From an optimization exercise on the open Yosys and OpenROAD flow, aimed at small area, a short achievable clock period and few clock cycles; shortcuts taken in it are not production practice.
RTL that was checked went through simulation tests only; none was proved equivalent to the original.
No functional check of the RTL was part of runs 1, 2 and 11.
The flow treats the clock pin as an ideal source, which a real chip does not have.
No activity file was given, so power comes from the tool's default toggle rates.

### flow/design.v
module fsm(
    input [15:0] dataIn,
    input R_I,
    input reset,
    input clk,
    output reg REG_ERROR,
    output [15:0] dataOut,
    output reg R_O
);
wire        s = dataIn[15];
wire [14:0] x = dataIn[14:0];
wire        busy = R_O | REG_ERROR;
wire [11:0] lo;
assign lo[0] = 1'b0;
genvar g;
generate
    for (g = 1; g < 12; g = g + 1) begin : p
        assign lo[g] = |x[g-1:0];
    end
endgenerate
wire [11:0] m = x[11:0] ^ ({12{s}} & lo);
wire err = s ? ~&x[14:11] : (|x[14:12] | (x[11] & lo[11]));
wire l4 = s ? (&x[10:4] & lo[4]) : ~|x[11:4];
wire l8 = s ? (&x[10:8] & lo[8]) : ~|x[11:8];
wire [11:0] t4;
assign t4[11:8] = m[11:8] | ({4{l8}} & m[7:4]) | ({4{l4}} & m[3:0]);
assign t4[7:4]  = ({4{~l8}} & m[7:4]) | ({4{l8 & ~l4}} & m[3:0]);
assign t4[3:0]  = {4{~l8}} & m[3:0];
wire f1 = ~t4[11] & t4[10];
wire f2 = ~t4[11] & ~t4[10] & t4[9];
wire f3 = ~t4[11] & ~t4[10] & ~t4[9] & |x[11:0];    
reg        sgn, q8, q4, p1, p2, p3;
reg [11:0] r4;
always @(posedge clk) begin
    sgn <= s;
    q8  <= l4;
    q4  <= l8 & ~l4;
    p1  <= f1;
    p2  <= f2;
    p3  <= f3;
    r4  <= t4;
    if (reset) begin
        R_O       <= 1'b0;
        REG_ERROR <= 1'b0;
    end else begin
        R_O       <= R_I & ~busy & ~err;
        REG_ERROR <= R_I & ~busy & err;
    end
end
wire p0 = r4[11];
wire [13:0] rz = {r4, 2'b00};
generate
    for (g = 0; g < 10; g = g + 1) begin : o_m
        assign dataOut[g] = (p0 & rz[g+3]) | (p1 & rz[g+2]) | (p2 & rz[g+1]) | (p3 & rz[g]);
    end
endgenerate
assign dataOut[10] = p1 | p3;
assign dataOut[11] = p0 | p3;
assign dataOut[12] = p3 ^ q4;
assign dataOut[13] = p3 ? q8 : ~(q4 | q8);
assign dataOut[14] = (p0 | p1 | p2 | p3) & ~(p3 & q8);
assign dataOut[15] = sgn;
endmodule
### flow/flow/run.sh
#!/bin/bash
# ORFS layout as in standard.sh (the standard flow's own layout), with two changes:
#  - synthesis is synth_recipe.tcl, except that ABC maps with the script in
#    flow/map.abc (plain mapping, no sizing: the resizer sizes the cells
#    later) and, if MY_ABC_AVOID is set, without the slow many-input cells it
#    names; registers are mapped as in synth_recipe.tcl and keep their names;
#  - plain buf_1 cells as the port buffers (the resizer upsizes them where
#    timing needs it).
# Settings are in flow/params.sh; the ORFS output goes to standard_flow.log
# and the per-step logs under orfs/logs.
set -euo pipefail
W=$PWD
source "$W/flow/params.sh"
export MY_ABC_D MY_ABC_SCRIPT
# cells whose names match MY_ABC_AVOID (a regular expression) are kept out of ABC's library
MY_ABC_DONTUSE=""
if [[ -n "${MY_ABC_AVOID:-}" ]]; then
  MY_ABC_DONTUSE=$(grep -oE '^\s*cell *\( *"?sky130_fd_sc_hd__[a-z0-9_]+' "$FLOW_HOME/platforms/sky130hd/lib/sky130_fd_sc_hd__tt_025C_1v80.lib" \
    | grep -oE 'sky130_fd_sc_hd__[a-z0-9_]+' | grep -E "sky130_fd_sc_hd__($MY_ABC_AVOID)" | tr '\n' ' ')
fi
export MY_ABC_DONTUSE
# clock tree options, if set, replace ORFS's defaults for clock_tree_synthesis
if [[ -n "${MY_CTS_ARGS:-}" ]]; then export CTS_ARGS="$MY_CTS_ARGS"; fi
# extra ORFS variables (NAME=value words), e.g. repair options
for kv in ${MY_ENV:-}; do export "$kv"; done
export BUFFER_PORTS_ARGS="-buffer_cell sky130_fd_sc_hd__buf_1"
sed "s#SYNTH_SCRIPT=[^ ]*#SYNTH_SCRIPT=$W/flow/my_synth.tcl#" standard.sh > my_standard.sh
bash my_standard.sh finish > standard_flow.log 2>&1
### flow/flow/map.abc
&get -n
&st
&dch
&nf
&put
topo
stime -c
### flow/flow/my_synth.tcl
# synth_recipe.tcl with the abc call's script replaced (MY_ABC_SCRIPT), its
# delay target dropped or set (MY_ABC_D) and cells kept out (MY_ABC_DONTUSE).
proc abc {args} {
  set out {}
  for {set i 0} {$i < [llength $args]} {incr i} {
    set a [lindex $args $i]
    if {$a eq "-script"} {
      incr i
      if {$::env(MY_ABC_SCRIPT) ne ""} { lappend out -script $::env(MY_ABC_SCRIPT) }
      continue
    }
    if {$a eq "-D"} { incr i; continue }
    lappend out $a
  }
  if {$::env(MY_ABC_D) ne ""} { lappend out -D $::env(MY_ABC_D) }
  # extra cells ABC may not map to (slow many-input cells)
  if {[info exists ::env(MY_ABC_DONTUSE)]} {
    foreach pat $::env(MY_ABC_DONTUSE) {
      lappend out -dont_use $pat
    }
  }
  puts "my abc: $out"
  yosys abc {*}$out
}
source [file join [file dirname [file normalize [info script]]] .. synth_recipe.tcl]
### flow/flow/params.sh
MY_ABC_D=""
MY_ABC_SCRIPT="$W/flow/map.abc"
MY_ABC_AVOID="or4|and4|or3|and3|nor4|nand4|o41|a41|o311|a311|o2111|a2111|mux4|xor3|xnor3|maj3|fa_|ha_"
MY_CTS_ARGS=""
MY_ENV=""
### flow/standard.sh
#!/bin/bash
# synth_recipe.tcl (not shown) runs the flow's synth.tcl, then flattens the netlist and writes it again
# the make line also repeats each setting of config.mk as NAME=value (left out here)
make -C /OpenROAD-flow-scripts/flow DESIGN_CONFIG=/design/flow/config.mk WORK_HOME=/design/flow/orfs CLKGATE_MAP_FILE= SYNTH_SCRIPT=/design/flow/synth_recipe.tcl "${@:-finish}"
### flow/config.mk
export PLATFORM = sky130hd
export DESIGN_NAME = fsm
export DESIGN_NICKNAME = fsm
export VERILOG_FILES = /design/flow/design.v
export SDC_FILE = /design/flow/constraint.sdc
export NUM_CORES = 4
export LEC_CHECK = 0
export CAP_MARGIN = 20
export CORE_AREA = 2 2 62 62
export DIE_AREA = 0 0 64 64
export SETUP_SLACK_MARGIN = 2.6
export SLEW_MARGIN = 20
### flow/constraint.sdc
create_clock -name core_clock -period 5.0 [get_ports {clk}]
set_input_delay 1.0000 -clock core_clock [delete_from_list [all_inputs] [get_ports {clk}]]
set_output_delay 1.0000 -clock core_clock [all_outputs]
set_load 0.01 [all_outputs]
==> metrics.csv, run 1 <==
metric,value,unit
grt_pass1_wl,4.18,mm
grt-ovfl-total,0,
cpPeakStageDelay,390,ps
grt_start_max_net_pins,18,
synth_nets,147,
rsz0062_at_grt,true,
num_vias,1099,
finalHoldViolations,0,
syn2layout_area_growth,37.3,%
clock_skew,0.0415,ps
drv_cap,0,
slew_headroom,0.704,
worstPathArrival,2770,ps
post-route-util,0.421,
vias_per_cell,5.00,
post-route-drc-count,0,
core_area,3390,sq um
p_per_area,265,nW/um^2
grt_use_met2,0.193,
critPathSlowestCell,o31a_1,
min_path_type,flop to flop,
syn_area_per_cell,8.12,sq um
rows,21,
grt_use_met1,0.171,
drt-total-wl,2.67,mm
wl_per_cell,12.1,microns
finalWeightedCongestion,0.926,
ys_ff_latch,20,
ios,37,
antenna_found_initial,0,
diodes,0,
hpwl,1.92,mm
dieArea,4100,sq um
yosysWarnings,1,
clk_pin_slew_worst_paths,100,ps
netlist_instances,128,
power.total,0.379,mW
ys_seq_area_frac,0.385,
setup_tns,0,ps
end_kind,flop,
timing.hold.ws,528,ps
drive_gt1_frac,0.184,
multi_input_area,707,sq um
setup.worst_path.start,dataIn[8],
grt_pass1_vias,971,
final_common_cell,buf_1,
final_cell_mix,"buf_1 (33), nand2_1 (23), dfxtp_1 (18)",
crit_required,5190,ps
cts_tree,built,
dr.pass1.iters,5,
clk_latency,280,ps
slew_violations,0,
synth_area,1040,sq um
cp_cell_sequence,buf_8 > or2_4 > or2_4 > or2_4 > o31a_1 > o221ai_2 > or2_1 > nor2b_1,
crit_fanout,5,
fmax,387,MHz
min_from,R_O,
grt_usage,0.124,
r2r_start,REG_ERROR,
initial_core_util,0.307,
finalSetupViolCount,0,
drtIter0Drc,131,
cts_made_buffers,3,
met3_usage,0.0194,
path_common_cell,or2_4,
total_leakage_power,0.527,nW
die_height,64,microns
grt_busiest_layer,met2,
fin_nets,195,
port-buffer-count,36,
ff_latch_area,403,sq um
cts.sinks,20,
cp-start-kind,primary input,
status,"complete, no violations",
nFillCells,371,
die_x,64,microns
path_class,primary input to flop,
ant_nets,0,
period_minus_slack,2590,ps
synth_cell_types,23,
worst_pin_slew,444,ps
final.period_utilization,0.517,
ir_worst_vdd,0.0702,mV
[cells by family after synthesis]
group	after synthesis	share of synthesized area
AOI/OAI and AO/OA	34	0.250
and+or+nand+nor	56	0.238
xor gates and xnor gates	12	0.101
DFF	20	0.385
buffers and inverters	6	0.0253
[per-stage QoR]
stage                     cells  setup slack, ps  area, sq um
after global placement      209             2130         1240
final                       220             2410         1430
after CTS                   214             2580         1290
after detailed placement    209             2100         1240
after global routing        220             2350         1430
after floorplan             128             2420         1050
[worst max-delay path, delay by kind of cell]
family	cells	cell delay, ps
buffers and inverters	1	100
AOI/OAI and AO/OA	2	650
and+or+nand+nor	5	1020
[final cells by class]
| class | instances | share of cell area |
|---|---|---|
| clock buffer | 3 | 0.0158 |
| inverter | 5 | 0.0131 |
| multi-input combinational | 102 | 0.495 |
| sequential | 20 | 0.282 |
| tap | 46 | 0.0403 |
| timing repair buffer | 44 | 0.153 |
[synthesized netlist by cell type, drive strengths merged]
master  number  share of area
o31a         1         0.0084
o221ai       4          0.034
or2          7          0.042
clkinv       5          0.018
o22ai        5          0.030
buf          1         0.0072
xnor2        1         0.0084
dfxtp       20           0.39
nor2b        2          0.012
a21o         1         0.0072
a21oi        2         0.0096
nand3b       1         0.0072
o21ai        5          0.024
nor3         5          0.024
nand3        4          0.019
nand2       24          0.087
a22o         1         0.0084
o22a         1         0.0084
xor2        11          0.093
a222oi       9          0.087
o31ai        3          0.022
nor2        13          0.047
a31oi        2          0.012
[timing repair]
item / in CTS / in global routing
endpoints found under the setup margin: 10 / 11
hold buffers: 0 / 0
buffers inserted: 2 / 6
cloned: 0 / 0
gates resized for setup: 9 / 25
pin swaps: 1 / 10
[routing by layer]
layer | vias up | share of wire
li1 | 569 | -
met2 | 36 | 0.48
met4 | 0 | 0.0075
met1 | 492 | 0.45
met3 | 2 | 0.062
met5 | - | 0
[registers in the layout (all words and copies together) (netlist names)]
register and flops:
p3 1, p1 1, r4 12, q8 1, p2 1, q4 1
sgn 1, REG_ERROR 1, R_O 1
[where the power goes]
part / switching [mW] / internal [mW]
sequential: 0.0192 / 0.175
combinational: 0.0653 / 0.0510
clock: 0.0398 / 0.0279
total: 0.124 / 0.254
[path summary, 6_finish.rpt]
check,to,slack [ps],depth (start not counted)
setup / recovery,p2,2410,8
hold / removal,REG_ERROR,530,3
setup reg to reg,R_O,4310,3
hold reg to reg,REG_ERROR,530,3
==> run 2, diff against run 1 <==
--- a/flow/config.mk
+++ b/flow/config.mk
@@ -8,5 +8,5 @@
 export CAP_MARGIN = 20
 export CORE_AREA = 2 2 62 62
 export DIE_AREA = 0 0 64 64
-export SETUP_SLACK_MARGIN = 2.6
+export SETUP_SLACK_MARGIN = 2.68
 export SLEW_MARGIN = 20
==> metrics.csv, run 2 <==
metric,value,unit
routed.top_layer,met4,
die_height,64,microns
top_register,r4,
grt_usage,0.125,
final.period_utilization,0.493,
synth_edf_count,0,
slew_violations,0,
dp_cells,209,
rsz0062_at_grt,true,
clock_skew,0.0182,ps
status,"complete, no violations",
finalHoldViolations,0,
finalWeightedCongestion,0.926,
clk_latency,280,ps
r2r_end,R_O,
fin_cells,222,
min_path_type,flop to flop,
dr.pass1.iters,4,
yosys-top-cells-count,"nand2_1 (24), dfxtp_1 (20), nor2_1 (13)",
hpwl,1.92,mm
rows,21,
finalSetupViolCount,0,
timing.hold.ws,528,ps
worst_pin_slew,470,ps
ys_async_sr_fraction,0,
post-route-drc-count,0,
slew_headroom,0.687,
synth.most_common_cell,nand2_1,
largest_register_ffs,12,
grt-ovfl-total,0,
worstPathArrival,2680,ps
dieArea,4100,sq um
hold_end,REG_ERROR,
hold_depth,3,
ant_nets,0,
port-buffer-count,36,
path_class,primary input to flop,
r2r_start,REG_ERROR,
clk_pin_slew_worst_paths,100,ps
yosysWarnings,1,
wl_met3,200,microns
crit_fanout,4,
cp-start-kind,primary input,
ios,37,
grt_start_max_net_pins,18,
vias_per_cell,5.00,
wl_per_cell,11.8,microns
num_vias,1110,
final_common_cell,buf_1,
yosys.area.top_type,dfxtp_1,
drt-total-wl,2.62,mm
p_per_area,266,nW/um^2
multi_input_area,682,sq um
die_x,64,microns
r2r_slack,4310,ps
syn_area_per_cell,8.12,sq um
grt_pass1_wl,4.22,mm
post-route-util,0.423,
synth_cell_types,23,
min_from,R_O,
nFillCells,368,
synth_ff_type,dfxtp_1,
drive_gt1_frac,0.210,
synth_area,1040,sq um
drt-met1-wl,1.12,mm
cts.sinks,20,
ir_worst_vdd,0.0723,mV
grt_pass1_vias,989,
crit_required,5220,ps
syn2layout_area_growth,37.9,%
drv_cap,0,
setup_tns,0,ps
setup_slack,2540,ps
initial_core_util,0.307,
synth_top_area_share,0.385,
fin_nets,197,
cts_tree,built,
fmax,406,MHz
netlist_instances,128,
drtIter0Drc,107,
rr_worst_depth,3,
ff_latch_area,410,sq um
final_cell_mix,"buf_1 (29), nand2_1 (22), dfxtp_1 (16)",
met2_wirelength,1.28,mm
ys_ff_latch,20,
cts_hold_buf,0,
core_area,3390,sq um
ys_seq_area_frac,0.385,
ys_top_cells_by_area,"dfxtp_1 (39%), xor2_1 (9.3%), a222oi_1 (8.7%), nand2_1 (8.7%), nor2_1 (4.7%)",
synth_nets,147,
antenna_found_initial,0,
preCtsSetupSlack,2100,ps
end_kind,flop,
total_leakage_power,0.545,nW
diodes,0,
period_minus_slack,2460,ps
cts_made_buffers,3,
-- run 2: cell counts after synthesis --
No cell type changed its count.
-- run 2: per-layer routing --
| layer | up-vias | GRT usage |
|---|---|---|
| li1 | 568 | - |
| met1 | 490 | 0.170 |
| met2 | 50 | 0.198 |
| met3 | 2 | 0.0194 |
| met4 | 0 | 0.0489 |
| met5 | - | 0 |
-- run 2: metrics by stage --
step	area [sq um]	power [mW]
3_5_place_dp	1240	0.299
4_1_cts	1340	0.371
6_report	1430	0.382
3_3_place_gp	1240	0.297
5_1_grt	1430	0.409
2_1_floorplan	1050	0.261
-- run 2: where the power goes --
group	switching [mW]	internal [mW]
clock network	0.0404	0.0279
registers	0.0185	0.176
logic	0.0652	0.0537
-- run 2: layout make-up --
type | count | area share
Multi-Input combinational cell | 102 | 0.476
Clock buffer | 3 | 0.0157
Sequential cell | 20 | 0.286
Inverter | 5 | 0.0131
Tap cell | 46 | 0.0401
Timing Repair Buffer | 46 | 0.169
-- run 2: worst max-delay path, cell delays in order --
cell	delay (ps)
buf_6	90
or2_4	240
or2_4	240
or2_4	250
o31a_1	320
buf_6	150
o221ai_4	190
nor2b_1	190
-- run 2: worst max path at each step --
stage | start | endpoint | slack [ps] | cells after the start
floorplan | dataIn[9] | p3 | 2420 | 7
global placement | dataIn[8] | r4[7] | 2130 | 7
detailed placement | dataIn[8] | r4[7] | 2100 | 7
CTS | dataIn[9] | p3 | 2610 | 8
global route | dataIn[15] | p3 | 2490 | 8
finish | dataIn[9] | p2 | 2540 | 8
-- run 2: cell families after synthesis --
group | Yosys count | synth area share
simple gates | 56 | 0.238
buf+inv | 6 | 0.0253
compound gates | 34 | 0.250
xor+xnor | 12 | 0.101
flops | 20 | 0.385
-- run 2: timing repair --
action	CTS	global route
setup buffers	4	6
pin swaps	2	9
setup endpoints to repair	12	18
gates resized for setup	18	22
==> run 3, diff against run 2 <==
--- a/flow/design.v
+++ b/flow/design.v
@@ -28,7 +28,7 @@
 assign t4[3:0]  = {4{~l8}} & m[3:0];
 wire f1 = ~t4[11] & t4[10];
 wire f2 = ~t4[11] & ~t4[10] & t4[9];
-wire f3 = ~t4[11] & ~t4[10] & ~t4[9] & |x[11:0];    
+wire f3 = ~t4[11] & ~t4[10] & ~t4[9] & t4[8];
 reg        sgn, q8, q4, p1, p2, p3;
 reg [11:0] r4;
 always @(posedge clk) begin
==> metrics.csv, run 3 <==
metric,value,unit
synth_top_area_share,0.375,
ir_worst_vdd,0.0623,mV
fin_cells,222,
rsz0062_at_grt,true,
finalWeightedCongestion,0.842,
die_x,64,microns
initial_core_util,0.315,
grt_start_max_net_pins,15,
synth_edf_count,0,
worst_pin_slew,428,ps
power.total,0.373,mW
ant_nets,0,
cts_made_buffers,3,
crit_fanout,11,
final_common_cell,buf_1,
cts_hold_buf,0,
total_leakage_power,0.482,nW
ios,37,
final_area,1340,sq um
grt_pass1_wl,3.97,mm
port-buffer-count,36,
grt_pass1_vias,939,
synth_area,1070,sq um
slew_violations,0,
ys_top_cells_by_area,"dfxtp_1 (38%), nand2_1 (8.8%), a222oi_1 (8.4%), xnor2_1 (5.7%), nor2_1 (5.3%)",
drv_cap,0,
fmax,445,MHz
core_area,3390,sq um
post-route-util,0.394,
min_path_type,flop to flop,
r2r_slack,4320,ps
finalHoldViolations,0,
finalSetupViolCount,0,
drive_gt1_frac,0.102,
clk_pin_slew_worst_paths,100,ps
wl_per_cell,10.9,microns
dr.pass1.iters,5,
cts.sinks,20,
die_height,64,microns
num_vias,1076,
timing.hold.ws,528,ps
ys_async_sr_fraction,0,
ys_ff_latch,20,
yosys-top-cells-count,"nand2_1 (25), dfxtp_1 (20), nor2_1 (15)",
worstPathArrival,1250,ps
final.period_utilization,0.450,
final_cell_mix,"buf_1 (34), nand2_1 (24), dfxtp_1 (16)",
clock_skew,0.127,ps
vias_per_cell,4.85,
syn2layout_area_growth,25.2,%
rr_worst_depth,3,
yosys.area.top_type,dfxtp_1,
yosysWarnings,1,
setup_slack,2750,ps
status,"complete, no violations",
nFillCells,374,
hold_depth,3,
drtIter0Drc,77,
end_kind,output pin,
setup_tns,0,ps
hpwl,1.91,mm
cp-start-kind,flop,
p_per_area,279,nW/um^2
place_area,1270,sq um
diodes,0,
post-route-drc-count,0,
drt-total-wl,2.41,mm
slew_headroom,0.713,
netlist_instances,137,
top_register,r4,
clk_latency,290,ps
path_class,flop to output pin,
preCtsSetupSlack,2180,ps
syn_area_per_cell,7.79,sq um
synth_nets,156,
rows,21,
cts_tree,built,
period_minus_slack,2250,ps
ys_seq_area_frac,0.375,
antenna_found_initial,0,
dp_cells,218,
fin_nets,197,
largest_register_ffs,12,
synth.most_common_cell,nand2_1,
grt-ovfl-total,0,
crit_required,4000,ps
synth_ff_type,dfxtp_1,
dieArea,4100,sq um
synth_cell_types,24,
grt_usage,0.119,
-- run 3: changes by cell type after synthesis, sizes merged, moves of 3 or more --
cell,delta
xnor2,+6
or2,-3
o221ai,-4
clkinv,+6
xor2,-5
nand2b,+3
-- run 3: repair_timing --
action | CTS | global route
setup endpoints to repair | 10 | 21
gates resized for setup | 5 | 11
pin swaps | 1 | 3
buffers inserted | 1 | 0
-- run 3: logic make-up after synthesis --
kind of cell | share of synthesized area
flops | 0.375
simple gates | 0.244
buf+inv | 0.0457
compound gates | 0.229
xor+xnor | 0.107
-- run 3: metal layers --
| metal | up-vias | routed length, microns | track usage |
|---|---|---|---|
| li1 | 574 | - | - |
| met1 | 450 | 1250 | 0.173 |
| met2 | 49 | 999 | 0.178 |
| met3 | 3 | 145 | 0.0106 |
| met4 | 0 | 19 | 0.0489 |
| met5 | - | 0 | 0 |
-- run 3: layout make-up --
class | count | area [sq um] | area share
well taps | 46 | 57.6 | 0.0431
repair buffers | 37 | 145 | 0.109
inverters | 11 | 41.3 | 0.0309
flip-flops and latches | 20 | 410 | 0.307
multi-input cells | 105 | 659 | 0.493
clock buffers | 3 | 22.5 | 0.0169
-- run 3: final timing paths --
check	start	endpoint
max	p1	dataOut[1]
min	R_O	REG_ERROR
max reg2reg	REG_ERROR	R_O
min reg2reg	R_O	REG_ERROR
-- run 3: power by group --
part           leakage, nW  total, mW  internal (mW)  switching (mW)
sequential           0.169      0.195          0.175          0.0193
combinational        0.299      0.107         0.0463          0.0610
clock               0.0138     0.0712         0.0280          0.0431
-- run 3: critical path, cell delays in order (launching register included) --
cell and delay (ps):
dfxtp_4 390, a222oi_1 320, clkinv_1 100, buf_1 140
Testbench counts of run 3, summed over its fixed seeds: cycles 24,000.
==> run 4, diff against run 3 <==
--- a/flow/config.mk
+++ b/flow/config.mk
@@ -8,5 +8,5 @@
 export CAP_MARGIN = 20
 export CORE_AREA = 2 2 62 62
 export DIE_AREA = 0 0 64 64
-export SETUP_SLACK_MARGIN = 2.68
+export SETUP_SLACK_MARGIN = 2.6
 export SLEW_MARGIN = 20
==> metrics.csv, run 4 <==
metric,value,unit
place_area,1260,sq um
worstPathArrival,1290,ps
port-buffer-count,36,
r2r_start,REG_ERROR,
cts.sinks,20,
slew_violations,0,
path_class,flop to output pin,
yosysWarnings,1,
ys_async_sr_fraction,0,
crit_required,4000,ps
largest_register_ffs,12,
clock_skew,0.00225,ps
rsz0062_at_grt,true,
nFillCells,381,
synth_area,1070,sq um
ys_top_cells_by_area,"dfxtp_1 (38%), nand2_1 (8.8%), a222oi_1 (8.4%), xnor2_1 (5.7%), nor2_1 (5.3%)",
p_per_area,278,nW/um^2
p_int,0.249,mW
grt_usage,0.121,
status,"complete, no violations",
dieArea,4100,sq um
vias_per_cell,4.90,
hold_end,R_O,
ys_ff_latch,20,
combPwrFrac,0.291,
wl_per_cell,11.0,microns
antenna_found_initial,0,
final.period_utilization,0.458,
fmax,437,MHz
cts_hold_buf,0,
initial_core_util,0.315,
cp-start-kind,flop,
synth_cell_types,24,
drive_gt1_frac,0.0966,
drv_cap,0,
clk_latency,280,ps
slew_headroom,0.698,
min_from,R_O,
core_area,3390,sq um
power.share.clock,0.185,
syn_area_per_cell,7.79,sq um
total_leakage_power,0.477,nW
cts_made_buffers,3,
fin_nets,197,
ir_worst_vdd,0.0596,mV
worst_pin_slew,450,ps
diodes,0,
p_sw_frac,0.327,
met2_wirelength,1.04,mm
grt-ovfl-total,0,
yosys-top-cells-count,"nand2_1 (25), dfxtp_1 (20), nor2_1 (15)",
dr.pass1.iters,4,
end_kind,output pin,
hold_depth,3,
power.total,0.371,mW
power_switching,0.121,mW
finalSetupViolCount,0,
drtIter0Drc,65,
yosys.area.top_type,dfxtp_1,
clk_pin_slew_worst_paths,90,ps
ys_seq_area_frac,0.375,
post-route-util,0.393,
finalHoldViolations,0,
crit_fanout,10,
wl_met3,125,microns
drt-total-wl,2.44,mm
setup_tns,0,ps
rr_worst_depth,3,
period_minus_slack,2290,ps
grt_pass1_wl,4.08,mm
ant_nets,0,
hpwl,1.92,mm
post-route-drc-count,0,
final_common_cell,buf_1,
ios,37,
synth_nets,156,
pwr-share-seq,0.524,
r2r_end,REG_ERROR,
top_register,r4,
synth_edf_count,0,
finalWeightedCongestion,0.781,
grt_start_max_net_pins,15,
netlist_instances,137,
drt-met1-wl,1.25,mm
syn2layout_area_growth,24.9,%
final_area,1330,sq um
rows,21,
cts_tree,built,
synth_top_area_share,0.375,
synth.most_common_cell,nand2_1,
num_vias,1088,
die_x,64,microns
min_path_type,flop to flop,
synth_ff_type,dfxtp_1,
grt_pass1_vias,950,
r2r_slack,4310,ps
routed.top_layer,met4,
final_cell_mix,"buf_1 (35), nand2_1 (23), dfxtp_1 (17)",
die_height,64,microns
-- run 4: cell counts after synthesis --
No cell type changed its count.
-- run 4: through the flow --
step,instances,hold slack [ps],setup WS [ps]
finish,222,538,2710
global route,222,592,2600
CTS,221,537,2550
detailed placement,218,520,2130
global placement,218,514,2220
floorplan,137,567,2660
-- run 4: kinds of logic (layout without fill, tap and decap cells) --
| family | after synthesis | count (layout) | synth area share |
|---|---|---|---|
| flops | 20 | 20 | 0.375 |
| buf+inv | 12 | 51 | 0.0457 |
| compound gates | 33 | 33 | 0.229 |
| xor+xnor | 13 | 13 | 0.107 |
| simple gates | 59 | 59 | 0.244 |
-- run 4: what timing repair did --
action | CTS | global route
endpoints found under the hold margin | 0 | 0
setup buffers | 0 | 1
pin swaps | 0 | 2
setup endpoints to repair | 5 | 13
gates resized for setup | 2 | 12
-- run 4: metal layers --
layer / vias up / track usage
li1: 570 / -
met1: 477 / 0.176
met2: 39 / 0.177
met3: 2 / 0.0106
met4: 0 / 0.0571
met5: - / 0
-- run 4: area by class of cell --
type / count / area (sq um) / share of cell area
multi-input cells: 105 / 661 / 0.496
repair buffers: 37 / 144 / 0.108
flip-flops and latches: 20 / 407 / 0.305
clock buffers: 3 / 22.5 / 0.0169
well taps: 46 / 57.6 / 0.0432
inverters: 11 / 41.3 / 0.0310
-- run 4: worst max path at each step --
stage | slack [ps] | end | startpoint | depth (start not counted)
finish | 2710 | dataOut[1] | p2 | 3
global route | 2600 | dataOut[14] | p3 | 4
CTS | 2550 | p3 | dataIn[0] | 8
detailed placement | 2130 | p3 | dataIn[15] | 8
global placement | 2220 | p3 | dataIn[15] | 8
floorplan | 2660 | p3 | dataIn[3] | 7
-- run 4: power by group through the flow --
| stage | clock, mW | combinational [mW] | sequential [mW] |
|---|---|---|---|
| floorplan | 0 | 0.0700 | 0.193 |
| global placement | 0 | 0.104 | 0.197 |
| detailed placement | 0 | 0.104 | 0.198 |
| CTS | 0.0724 | 0.104 | 0.194 |
| global route | 0.0794 | 0.121 | 0.197 |
| finish | 0.0688 | 0.108 | 0.194 |
-- run 4: worst max-delay path, cell delays in order (launching register included) --
cell and delay, ps:
dfxtp_1 400, a222oi_1 360, clkinv_1 100, buf_1 140
==> run 5, diff against run 4 <==
==> flow/flow/map.abc (replaced) <==
strash
dch
map -B 0.9
topo
stime -c
--- a/flow/config.mk
+++ b/flow/config.mk
@@ -8,5 +8,5 @@
 export CAP_MARGIN = 20
 export CORE_AREA = 2 2 62 62
 export DIE_AREA = 0 0 64 64
-export SETUP_SLACK_MARGIN = 2.6
+export SETUP_SLACK_MARGIN = 2.68
 export SLEW_MARGIN = 20
==> metrics.csv, run 5 <==
metric,value,unit
hold_depth,3,
dp_cells,277,
synth_top_area_share,0.331,
worstPathArrival,1270,ps
critPathSlowestCell,dfxtp_4,
yosysWarnings,1,
ant_nets,0,
hold_end,REG_ERROR,
hpwl,2.31,mm
grt-ovfl-total,0,
ios,37,
initial_core_util,0.357,
ir_worst_vdd,0.116,mV
drive_gt1_frac,0.113,
grt_pass1_wl,4.51,mm
num_vias,1293,
yosys.area.top_type,dfxtp_1,
finalHoldViolations,0,
ys_seq_area_frac,0.331,
clock_skew,0.351,ps
dieArea,4100,sq um
cp_cell_sequence,inv_6 > o22ai_1 > a221o_2 > buf_1,
synth_edf_count,0,
drt-total-wl,2.80,mm
ys_async_sr_fraction,0,
clk_pin_slew_worst_paths,110,ps
p_per_area,276,nW/um^2
yosys-top-cells-count,"nand2_1 (43), clkinv_1 (39), nor2_1 (24)",
synth_nets,215,
end_kind,output pin,
r2r_slack,4300,ps
nFillCells,378,
vias_per_cell,4.55,
cts_made_buffers,3,
fin_nets,258,
r2r_start,REG_ERROR,
status,"complete, no violations",
cts_tree,built,
netlist_instances,196,
final.period_utilization,0.455,
ys_top_cells_by_area,"dfxtp_1 (33%), nand2_1 (13%), clkinv_1 (12%), nand3_1 (9.1%), nor2_1 (7.4%)",
grt_pass1_vias,1070,
fmax,440,MHz
finalSetupViolCount,0,
cp_num_buf_inv,2,
synth_area,1210,sq um
slew_violations,0,
synth_cell_types,18,
fin_cells,284,
syn_area_per_cell,6.17,sq um
crit_fanout,9,
finalWeightedCongestion,0.842,
dr.pass1.iters,4,
final_common_cell,nand2_1,
wl_per_cell,9.87,microns
slew_headroom,0.746,
final_cell_mix,"nand2_1 (41), clkinv_1 (35), buf_1 (30)",
synth.most_common_cell,nand2_1,
r2r_end,R_O,
cpPeakStageDelay,380,ps
cts.sinks,20,
rsz0062_at_grt,false,
diodes,0,
die_x,64,microns
ys_ff_latch,20,
post-route-drc-count,0,
min_path_type,flop to flop,
critPathTopFamily,compound AO/OA/AOI/OAI gates,
antenna_found_initial,0,
total_leakage_power,0.610,nW
min_from,REG_ERROR,
path_class,flop to output pin,
synth_ff_type,dfxtp_1,
syn2layout_area_growth,25.1,%
port-buffer-count,36,
largest_register_ffs,12,
grt_usage,0.136,
cp-start-kind,flop,
drv_cap,0,
grt_start_max_net_pins,24,
rows,21,
cts_hold_buf,0,
rr_worst_depth,3,
crit_required,4000,ps
setup_tns,0,ps
core_area,3390,sq um
clk_latency,290,ps
period_minus_slack,2270,ps
worst_pin_slew,380,ps
die_height,64,microns
top_register,r4,
drtIter0Drc,63,
-- run 5: routing by layer --
| metal | routed length, microns | share of wire | vias to the layer above | GRT usage |
|---|---|---|---|---|
| met5 | 0 | 0 | - | 0 |
| met3 | 93 | 0.033 | 0 | 0.0194 |
| li1 | - | - | 722 | - |
| met1 | 1340 | 0.48 | 542 | 0.181 |
| met2 | 1370 | 0.49 | 29 | 0.223 |
| met4 | 0 | 0 | 0 | 0.0489 |
-- run 5: layout make-up --
class	count	area (sq um)	area share
Clock buffer	3	22.5	0.0149
Clock inverter	1	30.0	0.0198
Inverter	39	159	0.105
Multi-Input combinational cell	136	669	0.442
Sequential cell	20	410	0.271
Tap cell	46	57.6	0.0380
Timing Repair Buffer	39	165	0.109
-- run 5: power by group --
group | total (mW) | switching (mW) | internal, mW
registers | 0.183 | 0.00993 | 0.173
clock network | 0.124 | 0.0432 | 0.0810
logic | 0.111 | 0.0686 | 0.0425
total | 0.418 | 0.122 | 0.296
-- run 5: worst register-to-register path, stage by stage (launching register included) --
cell	delay [ps]
dfxtp_1	330
nor2_1	100
nand3b_1	100
nor2_1	110
-- run 5: worst max path at each step --
stage                    start         end  slack, ps  cells after the start
finish                      p3  dataOut[9]       2730                      4
global route                p3  dataOut[9]       2650                      4
CTS                         p3  dataOut[3]       2680                      5
detailed placement  dataIn[15]          p3       2160                      8
global placement    dataIn[15]          p2       2170                      8
floorplan            dataIn[1]          p1       2770                     11
-- run 5: repair_timing --
| action | in CTS | in global routing |
|---|---|---|
| gates resized for setup | 8 | 18 |
| endpoints found under the hold margin | 0 | 0 |
| gates cloned | 0 | 0 |
| buffers inserted | 0 | 3 |
| endpoints found under the setup margin | 21 | 21 |
-- run 5: logic make-up (layout without fill, tap and decap cells) --
family / Yosys count / after routing / share of synthesized area
AND/OR/NAND/NOR: 95 / 95 / 0.332
XOR/XNOR: 3 / 3 / 0.0217
buffers and inverters: 40 / 82 / 0.127
AO/OA/AOI/OAI: 38 / 38 / 0.188
flip-flops: 20 / 20 / 0.331
-- run 5: through the flow --
stage               setup WS (ps)  total power, mW  utilization  cell area (sq um)  hold WS, ps
finish                       2730            0.418        0.447               1510          567
global route                 2650            0.448        0.447               1510          623
CTS                          2680            0.416        0.432               1460          575
detailed placement           2160            0.290        0.412               1400          559
global placement             2170            0.290        0.412               1400          538
floorplan                    2770            0.253            -               1210          577
==> run 6, diff against run 5 <==
==> flow/flow/map.abc (replaced) <==
strash
dch
map
topo
stime -c
==> metrics.csv, run 6 <==
metric,value,unit
power.share.clock,0.303,
cp-start-kind,flop,
ios,37,
diodes,0,
min_path_type,flop to flop,
p_per_area,283,nW/um^2
place_area,1360,sq um
drt-total-wl,2.91,mm
crit_end,dataOut[4],
synth_compound_area_frac,0.308,
critPathSlowestCell,dfxtp_4,
core_area,3390,sq um
yosys.area.top_type,dfxtp_1,
cts_tree,built,
ys_async_sr_fraction,0,
synth_adder_area_share,0,
min_from,R_O,
top_register,r4,
slew_violations,0,
crit_fanout,8,
ant_nets,0,
drv_cap,0,
critPathTopFamily,flip-flops,
cp_cell_sequence,buf_4 > a22oi_1 > nand2_1 > buf_1,
p_int,0.294,mW
num_vias,1323,
netlist_instances,171,
dr.pass1.iters,4,
die_x,64,microns
final_cell_mix,"buf_1 (35), nand2_1 (29), clkinv_1 (19)",
final_common_cell,buf_1,
clk_pin_slew_worst_paths,110,ps
rows,21,
setup.worst_path.start,p1,
r2r_slack,4310,ps
total_leakage_power,0.559,nW
antenna_found_initial,0,
r2r_start,REG_ERROR,
synth_edf_count,0,
fin_nets,234,
largest_register_ffs,12,
finalWeightedCongestion,0.866,
synth_ff_type,dfxtp_1,
wl_per_cell,11.2,microns
fmax,457,MHz
dieArea,4100,sq um
clock_skew,0.0978,ps
crit_required,4000,ps
combPwrFrac,0.246,
grt_pass1_wl,5.09,mm
synth_cell_types,22,
cpPeakStageDelay,390,ps
cts.sinks,20,
syn_area_per_cell,6.87,sq um
status,"complete, no violations",
cts_made_buffers,3,
yosys.area_share.simple,0.266,
synth_area,1170,sq um
finalHoldViolations,0,
post-route-drc-count,0,
setup_slack,2810,ps
ys_seq_area_frac,0.341,
pwr-share-seq,0.451,
crit_cells,4,
port-buffer-count,36,
setup_tns,0,ps
preCtsSetupSlack,2120,ps
vias_per_cell,5.09,
cp_num_buf_inv,2,
syn2layout_area_growth,25.7,%
yosys-top-cells-count,"nand2_1 (32), clkinv_1 (20), dfxtp_1 (20)",
rr_worst_depth,3,
final.period_utilization,0.437,
ys_ff_latch,20,
post-route-util,0.436,
synth_xor_area_frac,0.0149,
worstPathArrival,1190,ps
synth_top_area_share,0.341,
grt-ovfl-total,0,
ir_worst_vdd,0.112,mV
slew_headroom,0.694,
end_kind,output pin,
ys_top_cells_by_area,"dfxtp_1 (34%), a22oi_1 (12%), nand2_1 (10%), o21ai_0 (6.8%), clkinv_1 (6.4%)",
final_area,1480,sq um
drive_gt1_frac,0.103,
initial_core_util,0.347,
grt_pass1_vias,1191,
synth_nets,190,
rsz0062_at_grt,true,
muxShareOfSynthArea,0,
finalSetupViolCount,0,
drtIter0Drc,102,
grt_start_max_net_pins,20,
path_class,flop to output pin,
synth_top_family_by_area,compound AO/OA/AOI/OAI gates,
die_height,64,microns
yosysWarnings,1,
r2r_end,R_O,
period_minus_slack,2190,ps
synth.most_common_cell,nand2_1,
clk_latency,300,ps
hpwl,2.33,mm
power_switching,0.124,mW
p_sw_frac,0.296,
worst_pin_slew,455,ps
grt_usage,0.153,
cts_hold_buf,0,
run 6: changes by cell type after synthesis, moves of 3 or more:
| cell | change |
|---|---|
| nand3_1 | -10 |
| o211ai_1 | +5 |
| clkinv_1 | -19 |
| o22ai_1 | -12 |
| nor2_1 | -5 |
| nor3_1 | +3 |
| nand2_1 | -11 |
| o21ai_0 | +5 |
| a22oi_1 | +18 |
| a21oi_1 | -4 |
| a31oi_1 | +3 |
run 6: logic make-up (layout without fill, tap and decap cells):
family	after synthesis	in the layout
buffers and inverters	21	64
AOI/OAI and AO/OA	55	55
and+or+nand+nor	73	73
DFF	20	20
xor gates and xnor gates	2	2
run 6: layout make-up:
type | instances | area (sq um)
fill | 381 | 1910
multi-input combinational | 130 | 712
sequential | 20 | 413
timing repair buffer | 40 | 166
inverter | 20 | 75.1
tap | 46 | 57.6
clock inverter | 1 | 30.0
clock buffer | 3 | 22.5
run 6: power by group through the flow:
| stage | logic (mW) | registers (mW) | clock network (mW) |
|---|---|---|---|
| 2_1_floorplan | 0.0622 | 0.189 | 0 |
| 3_3_place_gp | 0.0946 | 0.193 | 0 |
| 3_5_place_dp | 0.0951 | 0.193 | 0 |
| 4_1_cts | 0.0955 | 0.190 | 0.129 |
| 5_1_grt | 0.118 | 0.191 | 0.139 |
| 6_report | 0.103 | 0.189 | 0.127 |
run 6: through the flow:
step	cells	power (mW)	hold WS (ps)
2_1_floorplan	171	0.251	568
3_3_place_gp	252	0.288	517
3_5_place_dp	252	0.288	528
4_1_cts	256	0.415	544
5_1_grt	260	0.447	584
6_report	260	0.418	532
run 6: tightest hold or removal path, cell delays in order, from the launching register on:
cell     delay (ps)
dfxtp_1         340
nor2_1           50
nand3_1          70
nor2_1           40
run 6: worst min-delay path by stage:
stage	end	slack (ps)	cells past startpoint
2_1_floorplan	REG_ERROR	570	3
3_3_place_gp	REG_ERROR	520	3
3_5_place_dp	REG_ERROR	530	3
4_1_cts	REG_ERROR	540	3
5_1_grt	REG_ERROR	580	3
6_report	REG_ERROR	530	3
run 6: repair_timing:
item / 4_1_cts / 5_1_grt
setup endpoints to repair: 14 / 15
hold endpoints to repair: 0 / 0
buffers inserted: 0 / 4
resized for setup: 5 / 12
run 6: per-layer routing:
metal	routed length [microns]	GRT usage
met1	1410	0.197
met2	1290	0.260
met3	155	0.0194
met4	55	0.0571
met5	0	0
==> run 7, diff against run 6 <==
==> flow/flow/map.abc (replaced) <==
&get -n
&st
&dch
&nf
&put
topo
stime -c
--- a/flow/config.mk
+++ b/flow/config.mk
@@ -8,5 +8,6 @@
 export CAP_MARGIN = 20
 export CORE_AREA = 2 2 62 62
 export DIE_AREA = 0 0 64 64
+export PLACE_DENSITY = 0.4
 export SETUP_SLACK_MARGIN = 2.68
 export SLEW_MARGIN = 20
==> metrics.csv, run 7 <==
metric,value,unit
dr.pass1.iters,5,
ios,37,
drv_cap,0,
hold_depth,3,
preCtsSetupSlack,2110,ps
rr_worst_depth,3,
yosysWarnings,1,
slew_violations,0,
setup.worst_path.start,p1,
grt_pass1_wl,4.15,mm
finalSetupViolCount,0,
drive_gt1_frac,0.133,
antenna_found_initial,0,
synth_cell_types,24,
crit_required,4000,ps
worstPathArrival,1280,ps
port-buffer-count,36,
path_class,flop to output pin,
die_x,64,microns
setup_tns,0,ps
grt_pass1_vias,984,
largest_register_ffs,12,
drt-total-wl,2.69,mm
yosys-top-cells-count,"nand2_1 (25), dfxtp_1 (20), nor2_1 (15)",
r2r_end,REG_ERROR,
ant_nets,0,
grt_start_max_net_pins,15,
top_register,r4,
r2r_start,REG_ERROR,
post-route-drc-count,0,
diodes,0,
min_path_type,flop to flop,
netlist_instances,137,
finalHoldViolations,0,
worst_pin_slew,457,ps
hold_end,R_O,
synth_area,1070,sq um
timing.hold.ws,537,ps
ys_seq_area_frac,0.375,
clock_skew,0.0619,ps
rows,21,
setup_slack,2720,ps
core_area,3390,sq um
slew_headroom,0.693,
vias_per_cell,5.00,
final_common_cell,buf_1,
wl_per_cell,11.9,microns
ys_async_sr_fraction,0,
hpwl,2.16,mm
cts.sinks,20,
synth_ff_type,dfxtp_1,
min_from,R_O,
syn2layout_area_growth,31.3,%
ir_worst_vdd,0.115,mV
cts_tree,built,
ys_top_cells_by_area,"dfxtp_1 (38%), nand2_1 (8.8%), a222oi_1 (8.4%), xnor2_1 (5.7%), nor2_1 (5.3%)",
finalWeightedCongestion,0.780,
grt-ovfl-total,0,
cp-start-kind,flop,
end_kind,output pin,
num_vias,1129,
grt_usage,0.127,
drtIter0Drc,52,
synth_nets,156,
yosys.area.top_type,dfxtp_1,
cts_made_buffers,3,
r2r_slack,4300,ps
final_cell_mix,"buf_1 (34), nand2_1 (23), dfxtp_1 (16)",
clk_latency,290,ps
crit_fanout,11,
synth_edf_count,0,
status,"complete, no violations",
rsz0062_at_grt,true,
p_per_area,310,nW/um^2
ys_ff_latch,20,
fmax,439,MHz
syn_area_per_cell,7.79,sq um
die_height,64,microns
dieArea,4100,sq um
clk_pin_slew_worst_paths,110,ps
synth.most_common_cell,nand2_1,
synth_top_area_share,0.375,
period_minus_slack,2280,ps
total_leakage_power,0.512,nW
initial_core_util,0.315,
fin_nets,200,
final.period_utilization,0.456,
[run 7: metrics by stage]
stage	area [sq um]	cells	utilization	total power, mW
2_1_floorplan	1080	137	-	0.263
3_3_place_gp	1270	218	0.374	0.304
3_5_place_dp	1270	218	0.374	0.304
4_1_cts	1340	223	0.396	0.436
5_1_grt	1400	226	0.413	0.461
6_report	1400	226	0.413	0.435
[run 7: routing by layer]
| metal | vias up | part of all wire | track usage |
|---|---|---|---|
| li1 | 578 | - | - |
| met1 | 514 | 0.43 | 0.147 |
| met2 | 35 | 0.51 | 0.240 |
| met3 | 2 | 0.045 | 0.00528 |
| met4 | 0 | 0.013 | 0.0571 |
| met5 | - | 0 | 0 |
[run 7: critical path, stage by stage (launching register included)]
cell      delay [ps]
dfxtp_4          400
a222oi_1         340
clkinv_1         100
buf_1            140
[run 7: how the worst max path moves through the flow]
stage                   to  slack, ps  cells after the start
6_report        dataOut[1]       2720                      3
4_1_cts                 p3       2700                      8
3_3_place_gp            p3       2250                      7
5_1_grt        dataOut[14]       2630                      4
3_5_place_dp            p3       2110                      7
2_1_floorplan           p3       2700                      7
[run 7: report_power, final]
group	switching [mW]	internal (mW)	total, mW	leakage [nW]
Combinational	0.0630	0.0484	0.111	0.315
Clock	0.0475	0.0809	0.128	0.0279
Sequential	0.0197	0.175	0.195	0.169
[run 7: repair_timing]
item	4_1_cts	5_1_grt
pin swaps	1	1
gates resized for setup	9	11
hold buffers	0	0
endpoints found under the setup margin	14	10
buffers inserted	1	3
endpoints found under the hold margin	0	0
[run 7: cells by family (layout without fill, tap and decap cells)]
kind of cell / count (synthesis) / count (layout) / share of synthesized area
AOI/OAI and AO/OA: 33 / 33 / 0.229
DFF: 20 / 20 / 0.375
and+or+nand+nor: 59 / 59 / 0.244
buffers and inverters: 12 / 55 / 0.0457
xor gates and xnor gates: 13 / 13 / 0.107
[run 7: final cells by class]
type	count	area (sq um)
tap	46	57.6
timing repair buffer	40	170
inverter	11	41.3
clock buffer	3	22.5
multi-input combinational	105	667
fill	363	1990
clock inverter	1	30.0
sequential	20	413
==> run 8, diff against run 7 <==
--- a/flow/config.mk
+++ b/flow/config.mk
@@ -8,6 +8,6 @@
 export CAP_MARGIN = 20
 export CORE_AREA = 2 2 62 62
 export DIE_AREA = 0 0 64 64
-export PLACE_DENSITY = 0.4
 export SETUP_SLACK_MARGIN = 2.68
 export SLEW_MARGIN = 20
+export TNS_END_PERCENT = 5
==> metrics.csv, run 8 <==
metric,value,unit
status,"complete, no violations",
synth.most_common_cell,nand2_1,
grt_pass1_wl,3.97,mm
yosysWarnings,1,
synth_nets,156,
clk_latency,290,ps
critPathSlowestCell,dfxtp_1,
netlist_instances,137,
cts_hold_buf,0,
initial_core_util,0.315,
die_height,64,microns
ys_async_sr_fraction,0,
cts.sinks,20,
hpwl,1.91,mm
synth_ff_type,dfxtp_1,
clk_pin_slew_worst_paths,100,ps
drtIter0Drc,54,
crit_end,dataOut[1],
clock_skew,0.127,ps
grt_start_max_net_pins,15,
fmax,438,MHz
synth_edf_count,0,
grt_pass1_vias,939,
core_area,3390,sq um
r2r_end,R_O,
synth_xor_area_frac,0.107,
ys_seq_area_frac,0.375,
critPathTopFamily,flip-flops,
num_vias,1069,
synth_top_family_by_area,simple AND/OR/NAND/NOR gates,
final_common_cell,buf_1,
ios,37,
finalWeightedCongestion,0.842,
ys_ff_latch,20,
setup_tns,0,ps
drt-total-wl,2.41,mm
crit_fanout,10,
crit_cells,3,
port-buffer-count,36,
min_path_type,flop to flop,
antenna_found_initial,0,
wl_per_cell,10.9,microns
dieArea,4100,sq um
dr.pass1.iters,4,
yosys.area.top_type,dfxtp_1,
ant_nets,0,
ys_top_cells_by_area,"dfxtp_1 (38%), nand2_1 (8.8%), a222oi_1 (8.4%), xnor2_1 (5.7%), nor2_1 (5.3%)",
vias_per_cell,4.82,
synth_cell_types,24,
fin_nets,197,
cts_made_buffers,3,
finalHoldViolations,0,
cts_tree,built,
ir_worst_vdd,0.0622,mV
synth_compound_area_frac,0.229,
die_x,64,microns
cp-start-kind,flop,
drv_cap,0,
synth_area,1070,sq um
setup.worst_path.start,p2,
diodes,0,
final_area,1330,sq um
total_leakage_power,0.479,nW
period_minus_slack,2280,ps
drive_gt1_frac,0.0909,
p_per_area,280,nW/um^2
cp_cell_sequence,a222oi_1 > clkinv_1 > buf_1,
post-route-drc-count,0,
synth_adder_area_share,0,
rsz0062_at_grt,true,
top_register,r4,
yosys.area_share.simple,0.244,
cp_num_buf_inv,2,
finalSetupViolCount,0,
rr_worst_depth,3,
syn2layout_area_growth,24.5,%
place_area,1270,sq um
yosys-top-cells-count,"nand2_1 (25), dfxtp_1 (20), nor2_1 (15)",
slew_headroom,0.713,
r2r_start,REG_ERROR,
grt_usage,0.119,
worst_pin_slew,428,ps
slew_violations,0,
final_cell_mix,"buf_1 (34), nand2_1 (24), dfxtp_1 (17)",
worstPathArrival,1280,ps
syn_area_per_cell,7.79,sq um
crit_required,4000,ps
end_kind,output pin,
final.period_utilization,0.456,
path_class,flop to output pin,
r2r_slack,4320,ps
rows,21,
synth_top_area_share,0.375,
largest_register_ffs,12,
cpPeakStageDelay,410,ps
grt-ovfl-total,0,
muxShareOfSynthArea,0,
[run 8: cell count changes in the layout (fill, tap and decap cells not counted), sizes merged]
| cell | before | now |
|---|---|---|
| clkbuf | 5 | 4 |
| buf | 38 | 36 |
| bufinv | 1 | 0 |
[run 8: timing repair]
action | 4_1_cts | 5_1_grt
setup buffers | 1 | 0
pin swaps | 1 | 1
endpoints found under the setup margin | 10 | 21
resized for setup | 4 | 9
[run 8: cell type report]
| class | count | area [sq um] |
|---|---|---|
| clock buffers | 3 | 22.5 |
| fillers | 374 | 2060 |
| inverters | 11 | 41.3 |
| multi-input cells | 105 | 656 |
| flip-flops and latches | 20 | 407 |
| well taps | 46 | 57.6 |
| repair buffers | 37 | 145 |
[run 8: how the worst min path moves through the flow]
stage          startpoint         to  slack [ps]  cells past startpoint
2_1_floorplan         R_O        R_O         570                      3
3_3_place_gp    REG_ERROR  REG_ERROR         520                      3
3_5_place_dp          R_O  REG_ERROR         520                      3
4_1_cts               R_O  REG_ERROR         540                      3
5_1_grt               R_O        R_O         570                      3
6_report              R_O  REG_ERROR         530                      3
[run 8: cells by family after synthesis]
family / Yosys count
AND/OR/NAND/NOR: 59
AO/OA/AOI/OAI: 33
flip-flops: 20
XOR/XNOR: 13
buffers and inverters: 12
[run 8: power by group]
part / leakage, nW / internal (mW) / switching, mW
clock: 0.0138 / 0.0280 / 0.0431
combinational: 0.297 / 0.0463 / 0.0610
sequential: 0.168 / 0.175 / 0.0191
total: 0.479 / 0.249 / 0.123
[run 8: per-layer routing]
metal,vias up,global-route usage,part of all wire
met5,-,0,0
met4,0,0.0489,0.0079
met3,3,0.0106,0.062
met2,43,0.178,0.41
met1,453,0.173,0.52
li1,570,-,-
[run 8: metrics by stage]
step / util / total power [mW] / hold WS, ps / setup slack, ps / std cells
floorplan: - / 0.263 / 567 / 2700 / 137
global placement: 0.374 / 0.302 / 516 / 2250 / 218
detailed placement: 0.374 / 0.302 / 521 / 2180 / 218
CTS: 0.387 / 0.371 / 536 / 2660 / 222
global route: 0.392 / 0.397 / 569 / 2610 / 222
finish: 0.392 / 0.373 / 528 / 2720 / 222
[run 8: worst min-delay path, cell delays in order (launching register included)]
cell and delay, ps:
dfxtp_1 340, nor2_1 50, nand3_1 70, nor2_1 30
==> run 9, diff against run 8 <==
--- a/flow/config.mk
+++ b/flow/config.mk
@@ -8,6 +8,6 @@
 export CAP_MARGIN = 20
 export CORE_AREA = 2 2 62 62
 export DIE_AREA = 0 0 64 64
+export PLACE_DENSITY = 0.85
 export SETUP_SLACK_MARGIN = 2.68
 export SLEW_MARGIN = 20
-export TNS_END_PERCENT = 5
==> metrics.csv, run 9 <==
metric,value,unit
status,"complete, no violations",
slew_violations,0,
drt-total-wl,2.64,mm
drtIter0Drc,143,
syn2layout_area_growth,28.8,%
post-route-drc-count,0,
min_from,R_O,
r2r_slack,4300,ps
drive_gt1_frac,0.128,
synth_ff_type,dfxtp_1,
final.period_utilization,0.454,
synth_edf_count,0,
finalSetupViolCount,0,
ir_worst_vdd,0.0814,mV
drv_cap,0,
grt-ovfl-total,0,
critPathSlowestCell,dfxtp_4,
setup_slack,2730,ps
hold_end,R_O,
die_height,64,microns
path_class,flop to output pin,
cp_cell_sequence,or2_0 > nor3_1 > a21oi_1 > buf_1,
diodes,0,
synth_compound_area_frac,0.229,
fin_nets,199,
r2r_start,REG_ERROR,
ios,37,
initial_core_util,0.315,
synth_xor_area_frac,0.107,
end_kind,output pin,
cts_tree,built,
rows,21,
antenna_found_initial,0,
period_minus_slack,2270,ps
num_vias,1123,
crit_fanout,11,
core_area,3390,sq um
ys_seq_area_frac,0.375,
syn_area_per_cell,7.79,sq um
synth_adder_area_share,0,
muxShareOfSynthArea,0,
r2r_end,REG_ERROR,
dr.pass1.iters,5,
cp-start-kind,flop,
finalHoldViolations,0,
clk_latency,290,ps
port-buffer-count,36,
yosys.area.top_type,dfxtp_1,
synth.most_common_cell,nand2_1,
slew_headroom,0.718,
largest_register_ffs,12,
yosysWarnings,1,
synth_top_family_by_area,simple AND/OR/NAND/NOR gates,
critPathTopFamily,flip-flops,
hold_depth,3,
total_leakage_power,0.497,nW
die_x,64,microns
final_area,1380,sq um
vias_per_cell,4.99,
cpPeakStageDelay,400,ps
hpwl,2.00,mm
cts_made_buffers,3,
grt_start_max_net_pins,15,
setup_tns,0,ps
worstPathArrival,1270,ps
netlist_instances,137,
synth_nets,156,
ys_async_sr_fraction,0,
wl_per_cell,11.7,microns
dieArea,4100,sq um
crit_required,4000,ps
yosys.area_share.simple,0.244,
clock_skew,0.0406,ps
cp_num_buf_inv,1,
final_cell_mix,"buf_1 (35), nand2_1 (23), dfxtp_1 (16)",
post-route-util,0.406,
rr_worst_depth,3,
finalWeightedCongestion,0.880,
rsz0062_at_grt,true,
p_per_area,287,nW/um^2
grt_usage,0.125,
ys_top_cells_by_area,"dfxtp_1 (38%), nand2_1 (8.8%), a222oi_1 (8.4%), xnor2_1 (5.7%), nor2_1 (5.3%)",
fmax,440,MHz
synth_area,1070,sq um
final_common_cell,buf_1,
timing.hold.ws,532,ps
clk_pin_slew_worst_paths,100,ps
ant_nets,0,
yosys-top-cells-count,"nand2_1 (25), dfxtp_1 (20), nor2_1 (15)",
synth_cell_types,24,
preCtsSetupSlack,2130,ps
grt_pass1_vias,970,
grt_pass1_wl,4.11,mm
top_register,r4,
synth_top_area_share,0.375,
min_path_type,flop to flop,
cts.sinks,20,
worst_pin_slew,419,ps
ys_ff_latch,20,
place_area,1270,sq um
cts_hold_buf,0,
## run 9: cell type report
| type | count | area, sq um |
|---|---|---|
| clock buffers | 4 | 36.3 |
| fillers | 361 | 2010 |
| inverters | 11 | 41.3 |
| multi-input cells | 105 | 668 |
| flip-flops and latches | 20 | 413 |
| well taps | 46 | 57.6 |
| repair buffers | 39 | 159 |
## run 9: cells by family (layout without fill, tap and decap cells)
group | after synthesis | count (layout)
AOI/OAI and AO/OA | 33 | 33
xor gates and xnor gates | 13 | 13
buffers and inverters | 12 | 54
DFF | 20 | 20
and+or+nand+nor | 59 | 59
## run 9: worst max path at each step
| stage | start | end | slack (ps) | cells after the start |
|---|---|---|---|---|
| 6_report | p1 | dataOut[14] | 2730 | 4 |
| 5_1_grt | p1 | dataOut[1] | 2580 | 3 |
| 4_1_cts | dataIn[3] | p3 | 2650 | 8 |
| 3_5_place_dp | dataIn[15] | p3 | 2130 | 7 |
| 3_3_place_gp | dataIn[15] | p3 | 2280 | 7 |
| 2_1_floorplan | dataIn[3] | p3 | 2700 | 7 |
## run 9: repair_timing
action,CTS,global route
endpoints found under the setup margin,11,20
gates resized for setup,4,15
setup buffers,1,2
pin swaps,1,2
## run 9: tightest hold or removal path, stage by stage (launching register included)
cell,delay [ps]
dfxtp_1,340
nor2_1,50
nand3b_1,70
nor2_1,30
## run 9: per-stage QoR
stage | std cells | power, mW
floorplan | 137 | 0.263
global placement | 218 | 0.300
detailed placement | 218 | 0.303
CTS | 223 | 0.393
global route | 225 | 0.423
finish | 225 | 0.395
## run 9: power by group
part / total [mW] / switching (mW) / internal [mW]
registers: 0.194 / 0.0191 / 0.175
clock network: 0.0887 / 0.0444 / 0.0443
logic: 0.112 / 0.0645 / 0.0475
total: 0.395 / 0.128 / 0.267
## run 9: per-layer routing
layer | track usage | wire, microns | vias to the layer above
li1 | - | - | 577
met1 | 0.149 | 1160 | 508
met2 | 0.217 | 1320 | 36
met3 | 0.0141 | 132 | 2
met4 | 0.0652 | 27 | 0
met5 | 0 | 0 | -
==> run 10, diff against run 9 <==
--- a/flow/config.mk
+++ b/flow/config.mk
@@ -8,6 +8,6 @@
 export CAP_MARGIN = 20
 export CORE_AREA = 2 2 62 62
 export DIE_AREA = 0 0 64 64
-export PLACE_DENSITY = 0.85
+export GPL_TIMING_DRIVEN = 1
 export SETUP_SLACK_MARGIN = 2.68
 export SLEW_MARGIN = 20
==> metrics.csv, run 10 <==
metric,value,unit
status,"complete, no violations",
synth_area,1070,sq um
syn2layout_area_growth,25.2,%
wl_per_cell,10.9,microns
slew_violations,0,
core_area,3390,sq um
min_from,R_O,
ios,37,
finalSetupViolCount,0,
ir_worst_vdd,0.0623,mV
final.period_utilization,0.450,
p_int,0.250,mW
rsz0062_at_grt,true,
synth_top_area_share,0.375,
total_leakage_power,0.482,nW
finalWeightedCongestion,0.842,
cp_cell_sequence,a222oi_1 > clkinv_1 > buf_1,
synth_nets,156,
pwr-share-seq,0.521,
grt_pass1_wl,3.97,mm
yosys.area.top_type,dfxtp_1,
clk_latency,290,ps
die_height,64,microns
grt-ovfl-total,0,
slew_headroom,0.713,
cp_num_buf_inv,2,
drive_gt1_frac,0.102,
setup.worst_path.start,p1,
post-route-drc-count,0,
clk_pin_slew_worst_paths,100,ps
fin_nets,197,
vias_per_cell,4.85,
worst_pin_slew,428,ps
power.total,0.373,mW
fmax,445,MHz
drt-total-wl,2.41,mm
syn_area_per_cell,7.79,sq um
cts_tree,built,
ys_async_sr_fraction,0,
synth.most_common_cell,nand2_1,
power_switching,0.123,mW
ant_nets,0,
combPwrFrac,0.288,
port-buffer-count,36,
die_x,64,microns
yosys-top-cells-count,"nand2_1 (25), dfxtp_1 (20), nor2_1 (15)",
clock_skew,0.127,ps
end_kind,output pin,
finalHoldViolations,0,
min_path_type,flop to flop,
cts_made_buffers,3,
rows,21,
crit_fanout,11,
grt_start_max_net_pins,15,
num_vias,1076,
diodes,0,
synth_cell_types,24,
ys_top_cells_by_area,"dfxtp_1 (38%), nand2_1 (8.8%), a222oi_1 (8.4%), xnor2_1 (5.7%), nor2_1 (5.3%)",
period_minus_slack,2250,ps
worstPathArrival,1250,ps
critPathSlowestCell,dfxtp_4,
dieArea,4100,sq um
r2r_start,REG_ERROR,
grt_pass1_vias,939,
final_cell_mix,"buf_1 (34), nand2_1 (24), dfxtp_1 (16)",
crit_required,4000,ps
nFillCells,374,
drtIter0Drc,77,
ys_seq_area_frac,0.375,
p_per_area,279,nW/um^2
path_class,flop to output pin,
netlist_instances,137,
cpPeakStageDelay,390,ps
synth_edf_count,0,
setup_tns,0,ps
final_common_cell,buf_1,
p_sw_frac,0.331,
cp-start-kind,flop,
largest_register_ffs,12,
cts.sinks,20,
initial_core_util,0.315,
yosysWarnings,1,
dr.pass1.iters,5,
drv_cap,0,
grt_usage,0.119,
post-route-util,0.394,
top_register,r4,
synth_ff_type,dfxtp_1,
ys_ff_latch,20,
power.share.clock,0.191,
timing.hold.ws,528,ps
antenna_found_initial,0,
critPathTopFamily,flip-flops,
hpwl,1.91,mm
==> run 10: cells by family after synthesis <==
| kind of cell | after synthesis | synth area share |
|---|---|---|
| xor gates and xnor gates | 13 | 0.107 |
| AOI/OAI and AO/OA | 33 | 0.229 |
| and+or+nand+nor | 59 | 0.244 |
| buffers and inverters | 12 | 0.0457 |
| DFF | 20 | 0.375 |
==> run 10: layer usage <==
layer  GRT usage  share of wire  vias up
met5           0              0        -
met4      0.0489         0.0079        0
met3      0.0106          0.060        3
met2       0.178           0.41       49
met1       0.173           0.52      450
li1            -              -      574
==> run 10: final timing paths <==
kind	endpoint	slack (ps)	cells past startpoint
worst max register to register	R_O	4320	3
worst min register to register	REG_ERROR	530	3
worst min-delay path	REG_ERROR	530	3
worst max-delay path	dataOut[1]	2750	3
==> run 10: repair_timing <==
action	4_1_cts	5_1_grt
buffers inserted	1	0
cloned	0	0
gates resized for setup	5	11
pin swaps	1	3
setup endpoints to repair	10	21
hold buffers	0	0
==> run 10: metrics by stage <==
| step | std cells | setup slack [ps] | cell area [sq um] |
|---|---|---|---|
| floorplan | 137 | 2700 | 1080 |
| global placement | 218 | 2250 | 1270 |
| detailed placement | 218 | 2180 | 1270 |
| CTS | 222 | 2660 | 1310 |
| global route | 222 | 2650 | 1340 |
| finish | 222 | 2750 | 1340 |
==> run 10: cell type report <==
type | instances | area (sq um) | area share
repair buffers | 37 | 145 | 0.109
inverters | 11 | 41.3 | 0.0309
well taps | 46 | 57.6 | 0.0431
flip-flops and latches | 20 | 410 | 0.307
clock buffers | 3 | 22.5 | 0.0169
multi-input cells | 105 | 659 | 0.493
==> run 10: worst reg2reg max path, cell delays in order (launching register included) <==
cell	delay, ps
dfxtp_1	320
nor2_1	140
nand3b_1	90
nor2_1	80
==> run 10: power groups by stage <==
stage / Sequential [mW] / Combinational (mW) / Clock (mW)
floorplan: 0.193 / 0.0708 / 0
global placement: 0.198 / 0.104 / 0
detailed placement: 0.197 / 0.104 / 0
CTS: 0.194 / 0.107 / 0.0707
global route: 0.197 / 0.120 / 0.0803
finish: 0.195 / 0.107 / 0.0712
==> run 11, diff against run 10 <==
--- a/flow/design.v
+++ b/flow/design.v
@@ -18,7 +18,7 @@
         assign lo[g] = |x[g-1:0];
     end
 endgenerate
-wire [11:0] m = x[11:0] ^ ({12{s}} & lo);
+wire [11:0] m = s ? (12'd0 - x[11:0]) : x[11:0];
 wire err = s ? ~&x[14:11] : (|x[14:12] | (x[11] & lo[11]));
 wire l4 = s ? (&x[10:4] & lo[4]) : ~|x[11:4];
 wire l8 = s ? (&x[10:8] & lo[8]) : ~|x[11:8];
--- a/flow/config.mk
+++ b/flow/config.mk
@@ -8,6 +8,5 @@
 export CAP_MARGIN = 20
 export CORE_AREA = 2 2 62 62
 export DIE_AREA = 0 0 64 64
-export GPL_TIMING_DRIVEN = 1
 export SETUP_SLACK_MARGIN = 2.68
 export SLEW_MARGIN = 20
==> metrics.csv, run 11 <==
metric,value,unit
critPathSlowestCell,ha_4,
status,"complete, no violations",
wl_per_cell,13.1,microns
synth_edf_count,0,
rsz0062_at_grt,true,
synth.most_common_cell,nand2_1,
synth_nets,156,
largest_register_ffs,12,
finalSetupViolCount,0,
drtIter0Drc,115,
cts_made_buffers,3,
synth_ff_type,dfxtp_1,
ant_nets,0,
final_cell_mix,"buf_1 (33), nand2_1 (25), dfxtp_1 (16)",
slew_headroom,0.640,
port-buffer-count,36,
finalHoldViolations,0,
grt_usage,0.125,
crit_fanout,3,
ir_worst_vdd,0.0839,mV
syn_area_per_cell,7.98,sq um
setup_tns,0,ps
ys_seq_area_frac,0.369,
synth_cell_types,29,
drive_gt1_frac,0.217,
diodes,0,
die_height,64,microns
dp_cells,217,
drv_cap,0,
synth_area,1080,sq um
antenna_found_initial,0,
path_class,primary input to flop,
dieArea,4100,sq um
clk_pin_slew_worst_paths,100,ps
fin_nets,205,
finalWeightedCongestion,0.921,
cp_cell_sequence,clkbuf_2 > clkinv_1 > ha_4 > nor3b_4 > buf_6 > a31oi_4 > a21boi_2 > buf_4 > o221ai_4 > o211ai_1 > nor3_2,
syn2layout_area_growth,42.9,%
end_kind,flop,
preCtsSetupSlack,2230,ps
netlist_instances,136,
worstPathArrival,2540,ps
worst_pin_slew,539,ps
die_x,64,microns
drt-total-wl,3.02,mm
synth_top_area_share,0.369,
slew_violations,0,
grt_pass1_wl,4.17,mm
p_per_area,263,nW/um^2
num_vias,1203,
ys_async_sr_fraction,0,
cp_num_buf_inv,4,
grt_pass1_vias,978,
fin_cells,230,
clk_latency,290,ps
synth_adder_area_share,0.0115,
grt_start_max_net_pins,15,
final.period_utilization,0.465,
cts.sinks,20,
vias_per_cell,5.23,
synth_xor_area_frac,0.0807,
ios,37,
cp-start-kind,primary input,
yosys.area.top_type,dfxtp_1,
grt-ovfl-total,0,
core_area,3390,sq um
ys_ff_latch,20,
post-route-drc-count,0,
crit_required,5210,ps
final_common_cell,buf_1,
cpPeakStageDelay,170,ps
initial_core_util,0.320,
setup_slack,2680,ps
period_minus_slack,2320,ps
cts_tree,built,
total_leakage_power,0.582,nW
rows,21,
min_path_type,flop to flop,
muxShareOfSynthArea,0.00923,
yosys.area_share.simple,0.241,
top_register,r4,
dr.pass1.iters,5,
synth_top_family_by_area,compound AO/OA/AOI/OAI gates,
critPathTopFamily,compound AO/OA/AOI/OAI gates,
fmax,430,MHz
ys_top_cells_by_area,"dfxtp_1 (37%), nand2_1 (8.7%), a222oi_1 (8.3%), nor2_1 (5.5%), xnor2_1 (4.8%)",
clock_skew,0.0364,ps
yosys-top-cells-count,"nand2_1 (25), dfxtp_1 (20), nor2_1 (16)",
synth_compound_area_frac,0.257,
hpwl,2.02,mm
yosysWarnings,1,
## run 11: cell types whose count changed after synthesis, sizes merged, moves of 2 or more
cell,before,now
a221oi,2,0
clkinv,11,7
nand2b,3,1
nor3,4,8
nor3b,1,3
o211a,0,2
o211ai,0,2
o21ai,7,4
o221ai,0,2
o31ai,3,0
or2,4,2
xor2,6,4
## run 11: report_power, final
group	total (mW)	internal, mW	leakage (nW)	switching, mW
clock	0.0869	0.0443	0.0210	0.0426
combinational	0.128	0.0552	0.392	0.0732
sequential	0.193	0.175	0.169	0.0176
## run 11: path summary, 6_finish.rpt
path / from / end / slack [ps] / cells past startpoint
setup reg to reg: REG_ERROR / REG_ERROR / 4270 / 3
hold / removal: R_O / R_O / 530 / 3
setup / recovery: dataIn[1] / p3 / 2680 / 11
hold reg to reg: R_O / R_O / 530 / 3
## run 11: worst reg2reg max path: stages (launching register included)
cell,delay (ps)
dfxtp_1,320
nor2_1,90
nand2_1,70
nor3b_1,180
## run 11: timing repair
| item | 4_1_cts | 5_1_grt |
|---|---|---|
| buffers inserted | 1 | 8 |
| hold buffers | 0 | 0 |
| setup endpoints to repair | 5 | 19 |
| pin swaps | 1 | 8 |
| resized for setup | 8 | 31 |
## run 11: layout make-up
class	instances	area, sq um
fillers	358	1840
multi-input cells	108	802
flip-flops and latches	20	413
repair buffers	45	214
well taps	46	57.6
clock buffers	4	36.3
inverters	7	27.5
## run 11: metrics by stage
stage	area (sq um)	hold slack, ps	power, mW	utilization
finish	1550	528	0.408	0.457
global route	1550	575	0.434	0.457
CTS	1350	538	0.392	0.399
detailed placement	1280	522	0.303	0.378
global placement	1280	510	0.302	0.378
floorplan	1100	561	0.264	-
## run 11: cells by family after synthesis
| logic type | after synthesis |
|---|---|
| flip-flops | 20 |
| AO/OA/AOI/OAI | 36 |
| multiplexers | 1 |
| buffers and inverters | 8 |
| XOR/XNOR | 10 |
| adder cells (fa/ha/maj) | 1 |
| AND/OR/NAND/NOR | 60 |
## run 11: metal layers
| layer | global-route usage | wire length (microns) |
|---|---|---|
| met1 | 0.161 | 1230 |
| met2 | 0.210 | 1490 |
| met3 | 0.0106 | 200 |
| met4 | 0.0571 | 94 |
| met5 | 0 | 0 |

Setup slack of run 11, layout unchanged: 2.675 ns with ideal ports, 2.677 ns with driving cells assumed (clock clkbuf_16, inputs buf_2), 2.369 ns with port delays also shifted by the 0.308 ns mid clock arrival.
